Source: an optimization exercise on an open RTL-to-GDS flow (aim: small area). Production flows keep margins and buffers that such runs may drop.
Only simulation tests tie the RTL to the original design; equivalence was not proved.
Power and IR drop assume default switching activity.

==> flow/design.v (excerpt) <==
module game2048_core(clk, reset, start, direction, board, endstatus, state);
	input clk, reset, start;
	input [3:0] direction;              
	output [63:0] board;                
	output [1:0] endstatus;             
	output [2:0] state;
	localparam INIT = 3'b101, INIT2 = 3'b001, WAIT = 3'b011, MOVE = 3'b010, END = 3'b000;
	reg [63:0] b;
	reg [2:0] st;
	reg [3:0] cnt;
	reg [1:0] dir;
	assign board = b;
	assign state = st;
	wire clr = reset | start;
	wire mv = (st == MOVE);
	function [3:0] tile(input [63:0] x, input integer r, input integer c);
		tile = x[63 - 16 * r - 4 * c -: 4];
	endfunction
	wire gl = ~mv | (dir == 2'd0);
	wire gr = mv & (dir == 2'd1);
	wire gd = mv & (dir == 2'd2);
	wire gu = mv & (dir == 2'd3);
	wire [15:0] lin [0:3];
	wire [15:0] lout [0:3];
	wire [2:0] leq [0:3];
	wire [3:0] lfull;
	genvar u, p, r, c;
	generate for (u = 0; u < 4; u = u + 1) begin : g_u
		for (p = 0; p < 4; p = p + 1) begin : g_p
			assign lin[u][15 - 4 * p -: 4] =
				({4{gl}} & tile(b, u, p)) | ({4{gr}} & tile(b, 3 - u, 3 - p)) |
				({4{gu}} & tile(b, p, u)) | ({4{gd}} & tile(b, 3 - p, 3 - u));
		end
		line u_line(.i(lin[u]), .hold(~mv), .o(lout[u]), .eq(leq[u]), .full(lfull[u]));
	end endgenerate
	wire sl = ~clr & gl, sr = ~clr & gr, sd = ~clr & gd, su = ~clr & gu;
	wire [3:0] nt [0:15];
	generate for (r = 0; r < 4; r = r + 1) begin : g_r
		for (c = 0; c < 4; c = c + 1) begin : g_c
			assign nt[4 * r + c] =
				({4{sl}} & lout[r][15 - 4 * c -: 4]) | ({4{sr}} & lout[3 - r][15 - 4 * (3 - c) -: 4]) |
				({4{su}} & lout[c][15 - 4 * r -: 4]) | ({4{sd}} & lout[3 - c][15 - 4 * (3 - r) -: 4]);
		end
	end endgenerate
	wire go = mv & ~clr;
	reg [15:0] e, dec, put;
	reg hit, seen;
	integer i;
	always @(*) begin
		for (i = 0; i < 16; i = i + 1) begin
			e[i] = ~|nt[i];
			dec[i] = (cnt == i);
		end
		hit = |(e & dec);
		seen = 1'b0;
		for (i = 0; i < 16; i = i + 1) begin
			put[i] = go & e[i] & (dec[i] | (~hit & ~seen));
			seen = seen | e[i];
		end
	end
	reg [15:0] op;
	always @(*) begin
		op = 16'd0;
		if (cnt == 4'd0) begin op[4] = 1'b1; op[6] = 1'b1; end
		else if (cnt > 4'd12) begin op[4] = 1'b1; op[14] = 1'b1; end
		else if (cnt > 4'd10) begin op[7] = 1'b1; op[13] = 1'b1; end
  ...
==> flow/config.mk <==
export PLATFORM = sky130hd
export DESIGN_NAME = game2048_core
export DESIGN_NICKNAME = game2048_core
export VERILOG_FILES = /design/flow/design.v
export SDC_FILE = /design/flow/constraint.sdc
export NUM_CORES = 4
export LEC_CHECK = 0
export ABC_AREA = 1
export CAP_MARGIN = 5
export CORE_MARGIN = 2
export CORE_UTILIZATION = 45
export SLEW_MARGIN = 5
==> flow/constraint.sdc <==
create_clock -name core_clock -period 12.0 [get_ports {clk}]
set_input_delay 2.4000 -clock core_clock [delete_from_list [all_inputs] [get_ports {clk}]]
set_output_delay 2.4000 -clock core_clock [all_outputs]
set_load 0.01 [all_outputs]
standard.sh (not shown) runs the stock make flow with config.mk's settings and CLKGATE_MAP_FILE= SYNTH_SCRIPT=/design/flow/synth_recipe.tcl, a recipe that flattens the netlist after the stock synthesis.
==> flow/flow/run.sh <==
#!/bin/bash
# Layout flow: the standard synthesis with an area-oriented ABC script
# (flow/synth.tcl, flow/area.abc), then the standard flow's own layout (standard.sh)
# from the synthesised netlist to finish, with buf_1 cells as the port
# buffers and a clock tree of clkbuf_8 cells. Each tool's output goes to a log
# file in the work folder.
set -euo pipefail
W=$(pwd)
export MY_ABC_SCRIPT="$W/flow/area.abc"
# every port still gets its own buffer, a buf_1 (the output load is 0.01 pF)
export BUFFER_PORTS_ARGS="-buffer_cell sky130_fd_sc_hd__buf_1"
# clock tree of clkbuf_8 cells, without dummy loads
export CTS_ARGS="-sink_clustering_enable -repair_clock_nets -buf_list sky130_fd_sc_hd__clkbuf_8 -root_buf sky130_fd_sc_hd__clkbuf_8 -dont_use_dummy_load"
make -C "$FLOW_HOME" DESIGN_CONFIG="$W/config.mk" WORK_HOME="$W/orfs" CLKGATE_MAP_FILE= \
  SYNTH_SCRIPT="$W/flow/synth.tcl" synth > "$W/synth.log" 2>&1
bash "$W/standard.sh" > "$W/layout.log" 2>&1
==> flow/flow/area.abc <==
strash; &get -n; &fraig -x; &put; scorr; dc2; dc2; dc2; strash; &get -n; &dch -f; &put; amap -F 20 -A 50 -C 1000; topo
==> flow/flow/synth.tcl <==
# The standard synthesis script (synth_recipe.tcl), except that ABC maps
# the logic with flow/area.abc (an area-oriented script using amap) instead
# of ORFS's script. Every other ABC argument (liberty, dont_use cells,
# constraints) is kept, and the registers are mapped before ABC runs, so they
# are the standard synthesis's.
proc synth {args} { yosys synth -nofsm -noshare {*}$args }
proc abc {args} {
  set out {}
  set skip 0
  foreach a $args {
    if {$skip} { set skip 0; continue }
    if {$a eq "-script"} { set skip 1; continue }
    lappend out $a
  }
  yosys abc -script $::env(MY_ABC_SCRIPT) {*}$out
}
source $::env(SCRIPTS_DIR)/synth.tcl
# left out here: clear keep_hierarchy, flatten, clean up, hide names made inside functions, write 1_2_yosys.v
The starting point completed without violations.
Then changed:
--- a/flow/flow/run.sh
+++ b/flow/flow/run.sh
@@ -12,3 +12,3 @@
 # clock tree of clkbuf_8 cells, without dummy loads
-export CTS_ARGS="-sink_clustering_enable -repair_clock_nets -buf_list sky130_fd_sc_hd__clkbuf_8 -root_buf sky130_fd_sc_hd__clkbuf_8 -dont_use_dummy_load"
+export CTS_ARGS="-sink_clustering_enable -repair_clock_nets -buf_list sky130_fd_sc_hd__clkbuf_8 -root_buf sky130_fd_sc_hd__clkbuf_8 -dont_use_dummy_load -sink_clustering_size 30 -sink_clustering_max_diameter 300"
 make -C "$FLOW_HOME" DESIGN_CONFIG="$W/config.mk" WORK_HOME="$W/orfs" CLKGATE_MAP_FILE= \
CAP_MARGIN = 20   (was 5)
SLEW_MARGIN = 20   (was 5)
After rerunning:
- final area falls by 0.48%
- final cell count stays flat
- hold slack is better by 0.013 ns
- critical path depth increases by 2
- setup slack gets better by 0.062 ns
- sequential share of layout area hardly moves
- via count is higher by 1.0%
- combinational power barely changes
- clock power stays flat
- global-route usage went up by 0.20 points
Then changed:
--- a/flow/flow/run.sh
+++ b/flow/flow/run.sh
@@ -12,3 +12,3 @@
 # clock tree of clkbuf_8 cells, without dummy loads
-export CTS_ARGS="-sink_clustering_enable -repair_clock_nets -buf_list sky130_fd_sc_hd__clkbuf_8 -root_buf sky130_fd_sc_hd__clkbuf_8 -dont_use_dummy_load -sink_clustering_size 30 -sink_clustering_max_diameter 300"
+export CTS_ARGS="-sink_clustering_enable -repair_clock_nets -buf_list sky130_fd_sc_hd__clkbuf_8 -root_buf sky130_fd_sc_hd__clkbuf_8 -dont_use_dummy_load"
 make -C "$FLOW_HOME" DESIGN_CONFIG="$W/config.mk" WORK_HOME="$W/orfs" CLKGATE_MAP_FILE= \
==> flow/flow/area.abc (replaced) <==
strash; &get -n; &fraig -x; &put; scorr; dc2; strash; &get -n; &dch -f; &put; amap; topo
Final cell count rises by 5.8%.
Synthesized cell count rises by 7.4%.
Core utilization falls by 0.75 points.
Setup slack gets better by 0.64 ns.
Register-to-register slack improved by 0.64 ns.
Count of clock-buffer cells in the layout does not change.
Total power came out lower by 1.7%.
Clock power decreases by about 6%.
Then changed:
--- a/flow/flow/run.sh
+++ b/flow/flow/run.sh
@@ -4,3 +4,3 @@
 # from the synthesised netlist to finish, with buf_1 cells as the port
-# buffers and a clock tree of clkbuf_8 cells. Each tool's output goes to a log
+# buffers and a small clock tree (clkbuf_4 cells under a clkbuf_8 root). Each tool's output goes to a log
 # file in the work folder.
@@ -11,4 +11,4 @@
 export BUFFER_PORTS_ARGS="-buffer_cell sky130_fd_sc_hd__buf_1"
-# clock tree of clkbuf_8 cells, without dummy loads
-export CTS_ARGS="-sink_clustering_enable -repair_clock_nets -buf_list sky130_fd_sc_hd__clkbuf_8 -root_buf sky130_fd_sc_hd__clkbuf_8 -dont_use_dummy_load"
+# clock tree of clkbuf_4 cells under a clkbuf_8 root, without dummy loads
+export CTS_ARGS="-sink_clustering_enable -repair_clock_nets -buf_list sky130_fd_sc_hd__clkbuf_4 -root_buf sky130_fd_sc_hd__clkbuf_8 -dont_use_dummy_load"
 make -C "$FLOW_HOME" DESIGN_CONFIG="$W/config.mk" WORK_HOME="$W/orfs" CLKGATE_MAP_FILE= \
==> flow/flow/area.abc (replaced) <==
strash; &get -n; &fraig -x; &put; scorr; dc2; dc2; dc2; strash; &get -n; &dch -f; &put; amap -F 20 -A 50 -C 1000; topo
CORE_UTILIZATION = 38   (was 45)
Effect:
- routed wire length grows by 2.6%
- worst hold slack improves by 0.0087 ns
- combinational power stays flat
- clock-buffer cell count does not change

port drivers added, routing unchanged:
The results above use ideal ports. As a check the final layouts listed here were re-extracted and re-timed, cells and wires unchanged.
Step 1 (the two cells are an assumption about what drives the block):
set clk [get_ports {clk}]
set_driving_cell -lib_cell sky130_fd_sc_hd__clkbuf_16 $clk
set_driving_cell -lib_cell sky130_fd_sc_hd__buf_2 [delete_from_list [all_inputs] $clk]
Step 2 adds t to the input delays and takes it off the output delays; t is the mean of the earliest and latest rising clock arrival at the registers after step 1. Input paths then give back, and output paths get back, about the clock's delay inside the block.
a / b / c = no drivers / after step 1 / after step 2; a / b = the first two.
run | t (ns) | setup slack, ns | worst setup path at the end | slew at the worst register clock pin (ns) | cell pins on the clock port's net
the first run | 0.398 | 0.693 / 0.693 / 0.693 | register to register | 0.08 / 0.08 | 1
the second run | 0.410 | 0.755 / 0.755 / 0.755 | register to register | 0.08 / 0.08 | 1
the third run | 0.388 | 1.399 / 1.399 / 1.399 | register to register | 0.08 / 0.08 | 1
the fourth run | 0.392 | 0.838 / 0.838 / 0.838 | register to register | 0.09 / 0.09 | 1
After both steps every run listed still meets setup and hold.
